This design comes from an exercise in tuning for small area and a short achievable clock period on the open sky130 flow, not from production work.
Only simulation tests tie the RTL to the original design; equivalence was not proved.
Power is estimated from default activity; no workload was simulated.

## xenon
==> module fw_op, before the edit <==
module fw_op(
    input   wire[4:0]   s,
    input   wire[3:0]   re,      
    input   wire[31:0]  sum,
    input   wire        slt,
    input   wire        sltu,
    input   wire[31:0]  lr,
    input   wire[31:0]  ld,
    input   wire[31:0]  ma,
    input   wire[2:0]   vv,
    input   wire[31:0]  q0,
    input   wire[31:0]  q1,
    input   wire[31:0]  q2,
    output  wire[31:0]  op
    );
    wire es = s[0] & re[0];
    wire e2 = s[0] & re[2];
    wire e3 = s[0] & re[3];
    genvar i;
    generate
        for (i = 0; i < 32; i = i + 1) begin : g_b
            wire te, ta, tb, tc;
            fw_nand2 u_e(.a(es), .b(sum[i]), .y(te));
            fw_oai31 u_b(.a1(q0[i]), .a2(q1[i]), .a3(q2[i]), .b1(s[4]), .y(tb));
            if (i == 0) begin : g_s
                fw_aoi222 u_a(.a1(s[1]), .a2(ld[i]), .b1(s[2]), .b2(ma[i]),
                              .c1(e2), .c2(slt), .y(ta));
                fw_aoi222 u_c(.a1(s[0]), .a2(lr[i]), .b1(s[3]), .b2(vv[i]),
                              .c1(e3), .c2(sltu), .y(tc));
            end else if (i < 3) begin : g_v
                fw_aoi22 u_a(.a1(s[1]), .a2(ld[i]), .b1(s[2]), .b2(ma[i]), .y(ta));
                fw_aoi22 u_c(.a1(s[0]), .a2(lr[i]), .b1(s[3]), .b2(vv[i]), .y(tc));
            end else begin : g_n
                fw_aoi22 u_a(.a1(s[1]), .a2(ld[i]), .b1(s[2]), .b2(ma[i]), .y(ta));
                fw_nand2 u_c(.a(s[0]), .b(lr[i]), .y(tc));
            end
            fw_nand4 u_o(.a(te), .b(ta), .c(tb), .d(tc), .y(op[i]));
        end
    endgenerate
endmodule
==> flow/config.mk <==
export PLATFORM = sky130hd
export DESIGN_NAME = cpu_top
export DESIGN_NICKNAME = cpu_top
export VERILOG_FILES = /design/flow/design.v
export SDC_FILE = /design/flow/constraint.sdc
export NUM_CORES = 4
export LEC_CHECK = 0
export CAP_MARGIN = 20
export CORE_MARGIN = 2
export CORE_UTILIZATION = 60
export CTS_CLUSTER_DIAMETER = 70
export CTS_CLUSTER_SIZE = 26
export SLEW_MARGIN = 20
export SYNTH_HIERARCHICAL = 1
==> flow/constraint.sdc <==
create_clock -name core_clock -period 11.0 [get_ports {clk}]
set_input_delay 2.2000 -clock core_clock [delete_from_list [all_inputs] [get_ports {clk}]]
set_output_delay 2.2000 -clock core_clock [all_outputs]
set_load 0.01 [all_outputs]
standard.sh (not shown) runs the stock make flow with config.mk's settings and CLKGATE_MAP_FILE= SYNTH_SCRIPT=/design/flow/synth_recipe.tcl, a recipe that flattens the netlist after the stock synthesis.
==> flow/flow/run.sh <==
#!/bin/bash
set -e
export BUFFER_PORTS_ARGS="-buffer_cell sky130_fd_sc_hd__buf_2"
export SETUP_SLACK_MARGIN=7.4
bash standard.sh > standard_flow.log 2>&1
For violet, these inputs were changed with respect to xenon:
==> flow/design.v, changed modules only <==
module fw_op(
    input   wire[4:0]   s,
    input   wire[3:0]   re,      
    input   wire[31:0]  sum,
    input   wire        slt,
    input   wire        sltu,
    input   wire[31:0]  lr,
    input   wire[31:0]  ld,
    input   wire[31:0]  ma,
    input   wire[2:0]   vv,
    input   wire[31:0]  q0,
    input   wire[31:0]  q1,
    input   wire[31:0]  q2,
    output  wire[31:0]  op
    );
    wire es = s[0] & re[0];
    wire e2 = s[0] & re[2];
    wire e3 = s[0] & re[3];
    genvar i;
    generate
        for (i = 0; i < 32; i = i + 1) begin : g_b
            wire ta, tb, tc;
            fw_aoi222 u_a(.a1(es), .a2(sum[i]), .b1(s[1]), .b2(ld[i]),
                          .c1(s[2]), .c2(ma[i]), .y(ta));
            fw_oai31 u_b(.a1(q0[i]), .a2(q1[i]), .a3(q2[i]), .b1(s[4]), .y(tb));
            if (i < 3) begin : g_v
                fw_aoi22 u_c(.a1(s[0]), .a2(lr[i]), .b1(s[3]), .b2(vv[i]), .y(tc));
            end else begin : g_n
                fw_nand2 u_c(.a(s[0]), .b(lr[i]), .y(tc));
            end
            if (i == 0) begin : g_s
                wire td;
                fw_aoi22 u_d(.a1(e2), .a2(slt), .b1(e3), .b2(sltu), .y(td));
                fw_nand4 u_o(.a(ta), .b(tb), .c(tc), .d(td), .y(op[i]));
            end else begin : g_o
                fw_nand3 u_o(.a(ta), .b(tb), .c(tc), .y(op[i]));
            end
        end
    endgenerate
endmodule
Findings:
Delta (violet minus xenon): total area of multi-input combinational cells went down; minimum clock period fell by 0.051 ns; area of the core has decreased. Met3 global-route usage (lower): xenon. Going from xenon to violet, post-cts resize count picked up an extra 48%, area added between synthesis and finish higher, number of design-rule violations left by the first detailed-router iteration down about 3.4%, final core utilization barely changed. [compare] base=xenon new=violet: share of layout cells above drive strength 1 moved up; global-route wire length before repair level; summed area of non-filler cells in the final layout moved down; filler cell count moved up; data arrival at the endpoint of the critical path moved down.

== v10 ==
cpu_top, a different RTL version from the one above (not shown whole).
For scale: about 3900 cells after synthesis, ~160 I/O pins, about 56000 um^2 of cells after synthesis.
==> flow/config.mk <==
export PLATFORM = sky130hd
export DESIGN_NAME = cpu_top
export DESIGN_NICKNAME = cpu_top
export VERILOG_FILES = /design/flow/design.v
export SDC_FILE = /design/flow/constraint.sdc
export NUM_CORES = 4
export LEC_CHECK = 0
export CAP_MARGIN = 20
export CORE_MARGIN = 2
export CORE_UTILIZATION = 60
export CTS_CLUSTER_DIAMETER = 70
export CTS_CLUSTER_SIZE = 26
export SLEW_MARGIN = 20
export SYNTH_HIERARCHICAL = 1
==> flow/constraint.sdc <==
create_clock -name core_clock -period 11.0 [get_ports {clk}]
set_input_delay 2.2000 -clock core_clock [delete_from_list [all_inputs] [get_ports {clk}]]
set_output_delay 2.2000 -clock core_clock [all_outputs]
set_load 0.01 [all_outputs]
Scripts as last shown in full above: flow/flow/run.sh
v10 did not stop at any stage, and its layout met the timing, design-rule and antenna checks.
## Diff of input files: v4 against v10
-- flow/design.v --
<<< v10, line 153
    generate
        for (i = 0; i < 32; i = i + 1) begin : g_b
            wire te, ta, tb, tc;
            fw_nand2 u_e(.a(es), .b(sum[i]), .y(te));
            fw_oai31 u_b(.a1(q0[i]), .a2(q1[i]), .a3(q2[i]), .b1(s[4]), .y(tb));
            if (i == 0) begin : g_s
                fw_aoi222 u_a(.a1(s[1]), .a2(ld[i]), .b1(s[2]), .b2(ma[i]),
                              .c1(e2), .c2(slt), .y(ta));
                fw_aoi222 u_c(.a1(s[0]), .a2(lr[i]), .b1(s[3]), .b2(vv[i]),
                              .c1(e3), .c2(sltu), .y(tc));
            end else if (i < 3) begin : g_v
                fw_aoi22 u_a(.a1(s[1]), .a2(ld[i]), .b1(s[2]), .b2(ma[i]), .y(ta));
                fw_aoi22 u_c(.a1(s[0]), .a2(lr[i]), .b1(s[3]), .b2(vv[i]), .y(tc));
            end else begin : g_n
                fw_aoi22 u_a(.a1(s[1]), .a2(ld[i]), .b1(s[2]), .b2(ma[i]), .y(ta));
                fw_nand2 u_c(.a(s[0]), .b(lr[i]), .y(tc));
            end
            fw_nand4 u_o(.a(te), .b(ta), .c(tb), .d(tc), .y(op[i]));
        end
    endgenerate
>>> v4, line 153
    generate
        for (i = 0; i < 32; i = i + 1) begin : g_b
            wire ta, tb, tc;
            fw_aoi222 u_a(.a1(es), .a2(sum[i]), .b1(s[1]), .b2(ld[i]),
                          .c1(s[2]), .c2(ma[i]), .y(ta));
            fw_oai31 u_b(.a1(q0[i]), .a2(q1[i]), .a3(q2[i]), .b1(s[4]), .y(tb));
            if (i < 3) begin : g_v
                fw_aoi22 u_c(.a1(s[0]), .a2(lr[i]), .b1(s[3]), .b2(vv[i]), .y(tc));
            end else begin : g_n
                fw_nand2 u_c(.a(s[0]), .b(lr[i]), .y(tc));
            end
            if (i == 0) begin : g_s
                wire td;
                fw_aoi22 u_d(.a1(e2), .a2(slt), .b1(e3), .b2(sltu), .y(td));
                fw_nand4 u_o(.a(ta), .b(tb), .c(tc), .d(td), .y(op[i]));
            end else begin : g_o
                fw_nand3 u_o(.a(ta), .b(tb), .c(tc), .y(op[i]));
            end
        end
    endgenerate
## What came out
- v4 went all the way through synthesis, placement and routing and the layout is clean on timing, DRC and antenna.
- Taking v10 as the reference, in v4 count of clock buffers in the final design up 4; net count after synthesis moved down; area of all placed cells without fillers ~0 delta; power share of the combinational group rose by 1.0 points; worst path setup slack after routing moved down.

## re-timing with driven ports
The flow's constraints put no driver on any port. The routed layouts listed below were extracted and timed again, unchanged, in two steps.
Step 1: set_driving_cell puts a clkbuf_16 on clk and a buf_2 on each other input, an assumption about the parent block.
Step 2 times the ports against the registers' clock, not the clock port: input delays grow and output delays shrink by t, the midpoint of the rising clock arrivals with the driver on.
Three values: ideal, step 1, step 2; two values: the first two.
| run | shift t [ns] | slack for setup (ns) | worst data-port slew with drivers (ns) |
|---|---|---|---|
| xenon | 0.737 | 7.277 / 7.277 / 6.686 | 0.12 |
| violet | 0.768 | 7.329 / 7.329 / 6.723 | 0.13 |
| v10 | 0.750 | 7.349 / 7.300 / 6.731 | 0.13 |
| v4 | 0.751 | 7.321 / 7.284 / 6.673 | 0.13 |
After both steps every run listed still meets setup and hold. For v4, which loses most, drivers alone change the setup slack by -0.037 ns; drivers and shift together by -0.648 ns.
